Background: an optimization exercise with open tools, aiming at small area, a short achievable clock period and few clock cycles per item. Do not read the settings as production practice.
The RTL was checked by simulation tests, not by an equivalence proof against the original design.
No activity file was given, so power comes from the tool's default toggle rates.

==> flow/design.v (excerpt) <==
module dot_product #(
  parameter ADDR_WIDTH = 5,
  parameter WIDTH = 32
) (
  input clk,
  input rst,
  input [ADDR_WIDTH:0] len,
  input [WIDTH-1:0] a_data,
  input a_valid,
  output reg a_ready,
  input [WIDTH-1:0] b_data,
  input b_valid,
  output reg b_ready,
  output [WIDTH-1:0] c_data,
  output reg c_valid,
  input c_ready
);
reg [WIDTH-1:0] a_r;
reg a_full, b_full;
reg [ADDR_WIDTH:0] len_r;
reg [ADDR_WIDTH:0] n;
reg m_v, m_first, m_last;
reg [WIDTH-1:0] acc;
reg rst_d;
wire a_en = !a_full || b_full;
wire b_en = !b_full || a_full;
wire a_fire = a_valid && a_en;
wire b_fire = b_valid && b_en;
wire pair = a_full && b_full;
wire last = n == len_r - 1'b1;
wire a_full_nx = a_fire || (a_full && !pair);
wire b_full_nx = b_fire || (b_full && !pair);
assign c_data = acc;
always @(posedge clk) if (a_en || rst) a_r <= (a_valid && !rst) ? a_data : {WIDTH{1'b0}};
reg [15:0] b_one, b_two, b_neg;
wire [32:0] bx = {b_data, 1'b0};
wire [15:0] e_one, e_two, e_neg;
genvar gi;
generate for (gi = 0; gi < 16; gi = gi + 1) begin : benc
  assign e_one[gi] = bx[2*gi+1] ^ bx[2*gi];
  assign e_two[gi] = (bx[2*gi+2] & ~bx[2*gi+1] & ~bx[2*gi]) | (~bx[2*gi+2] & bx[2*gi+1] & bx[2*gi]);
  assign e_neg[gi] = bx[2*gi+2];
end endgenerate
always @(posedge clk) if (b_en || rst) begin
  b_one <= (b_valid && !rst) ? e_one : 16'd0;
  b_two <= (b_valid && !rst) ? e_two : 16'd0;
  b_neg <= e_neg;
end
wire pp0_0 = (b_one[0] & a_r[0]) ^ b_neg[0];
wire pp0_1 = ((b_one[0] & a_r[1]) | (b_two[0] & a_r[0])) ^ b_neg[0];
wire pp0_2 = ((b_one[0] & a_r[2]) | (b_two[0] & a_r[1])) ^ b_neg[0];
wire pp0_3 = ((b_one[0] & a_r[3]) | (b_two[0] & a_r[2])) ^ b_neg[0];
wire pp0_4 = ((b_one[0] & a_r[4]) | (b_two[0] & a_r[3])) ^ b_neg[0];
wire pp0_5 = ((b_one[0] & a_r[5]) | (b_two[0] & a_r[4])) ^ b_neg[0];
wire pp0_6 = ((b_one[0] & a_r[6]) | (b_two[0] & a_r[5])) ^ b_neg[0];
wire pp0_7 = ((b_one[0] & a_r[7]) | (b_two[0] & a_r[6])) ^ b_neg[0];
wire pp0_8 = ((b_one[0] & a_r[8]) | (b_two[0] & a_r[7])) ^ b_neg[0];
wire pp0_9 = ((b_one[0] & a_r[9]) | (b_two[0] & a_r[8])) ^ b_neg[0];
wire pp0_10 = ((b_one[0] & a_r[10]) | (b_two[0] & a_r[9])) ^ b_neg[0];
wire pp0_11 = ((b_one[0] & a_r[11]) | (b_two[0] & a_r[10])) ^ b_neg[0];
  ...
export LEC_CHECK = 0
export CAP_MARGIN = 20
export CORE_MARGIN = 2
export CORE_UTILIZATION = 40
export PLACE_DENSITY = 0.6
export SLEW_MARGIN = 20
create_clock -name core_clock -period 10.0 [get_ports {clk}]
standard.sh (not shown) runs the stock make flow with config.mk's settings and CLKGATE_MAP_FILE= SYNTH_SCRIPT=/design/flow/synth_recipe.tcl, a recipe that flattens the netlist after the stock synthesis.
==> flow/flow/run.sh <==
#!/bin/bash
# Own layout flow: the standard layout (standard synthesis, floorplan,
# placement, CTS, routing) run through standard.sh, with extra make settings
# read from flow/make_args.txt (one VAR=value per line). They set how hard
# timing repair works (a setup slack margin, so that repair keeps shortening
# the critical paths after the 10 ns clock is met) and which buffer cell
# buffers the ports. The design's clock and I/O constraints are unchanged.
# make's full output goes to flow_make.log here; each ORFS step also keeps
# its own log under orfs/logs/.
set -euo pipefail
cd "$(dirname "$0")/.."
args=()
while IFS= read -r line || [[ -n "$line" ]]; do
  [[ -z "$line" || "$line" == \#* ]] && continue
  args+=("$line")
done < flow/make_args.txt
bash standard.sh "${args[@]}" finish > flow_make.log 2>&1
==> flow/flow/make_args.txt <==
SETUP_SLACK_MARGIN=6.75
BUFFER_PORTS_ARGS=-buffer_cell sky130_fd_sc_hd__buf_2
Testbench counts at the start, summed over its fixed seeds: cycles 10,109, items 512.
Edit:
==> flow/flow/make_args.txt (replaced) <==
SETUP_SLACK_MARGIN=6.8
BUFFER_PORTS_ARGS=-buffer_cell sky130_fd_sc_hd__buf_2
--- a/flow/config.mk
+++ b/flow/config.mk
@@ -7,3 +7,3 @@
 export LEC_CHECK = 0
-export CAP_MARGIN = 20
+export CAP_MARGIN = 5
 export CORE_MARGIN = 2
@@ -11,2 +11,3 @@
 export PLACE_DENSITY = 0.6
-export SLEW_MARGIN = 20
+export SLEW_MARGIN = 5
+export TNS_END_PERCENT = 10
=> Worst setup slack gets worse by 7.1 ps. Design area hardly moves. Sequential share of layout area stays flat.
Edit:
==> flow/flow/make_args.txt (replaced) <==
SETUP_SLACK_MARGIN=6.6
BUFFER_PORTS_ARGS=-buffer_cell sky130_fd_sc_hd__buf_2
--- a/flow/config.mk
+++ b/flow/config.mk
@@ -7,3 +7,3 @@
 export LEC_CHECK = 0
-export CAP_MARGIN = 5
+export CAP_MARGIN = 20
 export CORE_MARGIN = 2
@@ -11,3 +11,3 @@
 export PLACE_DENSITY = 0.6
-export SLEW_MARGIN = 5
-export TNS_END_PERCENT = 10
+export SLEW_MARGIN = 20
+export TNS_END_PERCENT = 30
Final cell count went down by 1.9%.
Design area decreases by 5.1%.
Wire length decreases by 3.0%.
Synthesized cell count does not change.
Worst setup slack degrades by 31 ps.
Clock-buffer cell count stays the same.
Edit:
--- a/flow/config.mk
+++ b/flow/config.mk
@@ -7,7 +7,6 @@
 export LEC_CHECK = 0
-export CAP_MARGIN = 20
+export CAP_MARGIN = 5
 export CORE_MARGIN = 2
-export CORE_UTILIZATION = 40
-export PLACE_DENSITY = 0.6
-export SLEW_MARGIN = 20
-export TNS_END_PERCENT = 30
+export CORE_UTILIZATION = 45
+export PLACE_DENSITY = 0.55
+export SLEW_MARGIN = 5
The changed run produced a clean layout. Die area is lower by 11%. Flip-flop and latch count does not change. Final area is lower by 0.41%. Sequential share of layout area stays flat. Maximum frequency is lower by 1.3%. Routed wire length is lower by 1.3%. Count of clock-buffer cells in the layout is lower by 7. Clock skew is lower by 6.2 ps. Core utilization is higher by 5.8 points.
Edit:
--- a/flow/config.mk
+++ b/flow/config.mk
@@ -7,6 +7,8 @@
 export LEC_CHECK = 0
-export CAP_MARGIN = 5
+export CAP_MARGIN = 20
 export CORE_MARGIN = 2
-export CORE_UTILIZATION = 45
-export PLACE_DENSITY = 0.55
-export SLEW_MARGIN = 5
+export CORE_UTILIZATION = 40
+export CTS_CLUSTER_DIAMETER = 80
+export CTS_CLUSTER_SIZE = 20
+export PLACE_DENSITY = 0.6
+export SLEW_MARGIN = 20
What happened: The changed run completed with no timing, DRC or antenna violations; utilization came out lower by 6.3 points; non-clock buffer count rises by 5; wire length came out higher slightly; final cell count climbs by a few percent; setup slack gets worse by 4.2 ps; clock-buffer cell count shrinks by 7; critical path depth falls by 1; worst hold slack improved by 18 ps; design area shrinks slightly.
Edit:
==> flow/flow/make_args.txt (replaced) <==
SETUP_SLACK_MARGIN=6.6
BUFFER_PORTS_ARGS=-buffer_cell sky130_fd_sc_hd__buf_2
DONT_USE_CELLS=sky130_fd_sc_hd__probe_p_8 sky130_fd_sc_hd__probec_p_8 sky130_fd_sc_hd__lpflow_bleeder_1 sky130_fd_sc_hd__lpflow_clkbufkapwr_1 sky130_fd_sc_hd__lpflow_clkbufkapwr_16 sky130_fd_sc_hd__lpflow_clkbufkapwr_2 sky130_fd_sc_hd__lpflow_clkbufkapwr_4 sky130_fd_sc_hd__lpflow_clkbufkapwr_8 sky130_fd_sc_hd__lpflow_clkinvkapwr_1 sky130_fd_sc_hd__lpflow_clkinvkapwr_16 sky130_fd_sc_hd__lpflow_clkinvkapwr_2 sky130_fd_sc_hd__lpflow_clkinvkapwr_4 sky130_fd_sc_hd__lpflow_clkinvkapwr_8 sky130_fd_sc_hd__lpflow_decapkapwr_12 sky130_fd_sc_hd__lpflow_decapkapwr_3 sky130_fd_sc_hd__lpflow_decapkapwr_4 sky130_fd_sc_hd__lpflow_decapkapwr_6 sky130_fd_sc_hd__lpflow_decapkapwr_8 sky130_fd_sc_hd__lpflow_inputiso0n_1 sky130_fd_sc_hd__lpflow_inputiso0p_1 sky130_fd_sc_hd__lpflow_inputiso1n_1 sky130_fd_sc_hd__lpflow_inputiso1p_1 sky130_fd_sc_hd__lpflow_inputisolatch_1 sky130_fd_sc_hd__lpflow_isobufsrc_1 sky130_fd_sc_hd__lpflow_isobufsrc_16 sky130_fd_sc_hd__lpflow_isobufsrc_2 sky130_fd_sc_hd__lpflow_isobufsrc_4 sky130_fd_sc_hd__lpflow_isobufsrc_8 sky130_fd_sc_hd__lpflow_isobufsrckapwr_16 sky130_fd_sc_hd__lpflow_lsbuf_lh_hl_isowell_tap_1 sky130_fd_sc_hd__lpflow_lsbuf_lh_hl_isowell_tap_2 sky130_fd_sc_hd__lpflow_lsbuf_lh_hl_isowell_tap_4 sky130_fd_sc_hd__lpflow_lsbuf_lh_isowell_4 sky130_fd_sc_hd__lpflow_lsbuf_lh_isowell_tap_1 sky130_fd_sc_hd__lpflow_lsbuf_lh_isowell_tap_2 sky130_fd_sc_hd__lpflow_lsbuf_lh_isowell_tap_4 sky130_fd_sc_hd__fa_1 sky130_fd_sc_hd__fa_2 sky130_fd_sc_hd__fa_4 sky130_fd_sc_hd__ha_1 sky130_fd_sc_hd__ha_2 sky130_fd_sc_hd__ha_4
--- a/flow/config.mk
+++ b/flow/config.mk
@@ -10,4 +10,2 @@
 export CORE_UTILIZATION = 40
-export CTS_CLUSTER_DIAMETER = 80
-export CTS_CLUSTER_SIZE = 20
 export PLACE_DENSITY = 0.6
The new run went through all stages and came out clean.
Wire length goes up by roughly a tenth.
Global-route usage is higher by 0.97 points.
Die area grows by a little under a tenth.
Sequential share of layout area goes down by 2.0 points.
Utilization grows by 1.1 points.
Clock skew came out lower by 19 ps.
Cell count rose by about a fifth.
Combinational power climbs by roughly a tenth.

[port drivers added, routing unchanged]
In the flow no input, the clock included, has a driving cell. The finished layouts below were timed again as built, in two steps. Step 1 assumes that a clkbuf_16 drives the clock port and a buf_2 every other input. Step 2, shift: input delay + t, output delay - t, t = (earliest + latest rising clock arrival at the registers) / 2. This alone moves slack from input paths to output paths. a / b / c = ideal ports / drivers / drivers and shift; a / b = the first two.
| run | t, ns | slack for setup (ns) | clock arrival spread, ns | worst data-port slew with drivers (ns) |
|---|---|---|---|---|
| the first run | 0.619 | 6.742 / 6.742 / 6.582 | 0.011 / 0.011 | 0.05 |
| the second run | 0.618 | 6.735 / 6.735 / 6.490 | 0.014 / 0.014 | 0.05 |
| the third run | 0.621 | 6.704 / 6.685 / 6.582 | 0.015 / 0.015 | 0.05 |
| the fourth run | 0.627 | 6.662 / 6.662 / 6.636 | 0.009 / 0.008 | 0.05 |
| the fifth run | 0.585 | 6.658 / 6.658 / 6.564 | 0.034 / 0.034 | 0.05 |
| the sixth run | 0.617 | 6.528 / 6.528 / 6.528 | 0.014 / 0.014 | 0.04 |
After both steps every run listed still meets setup and hold. For the second run, which loses most, drivers alone change the setup slack by 0.000 ns; drivers and shift together by -0.245 ns.
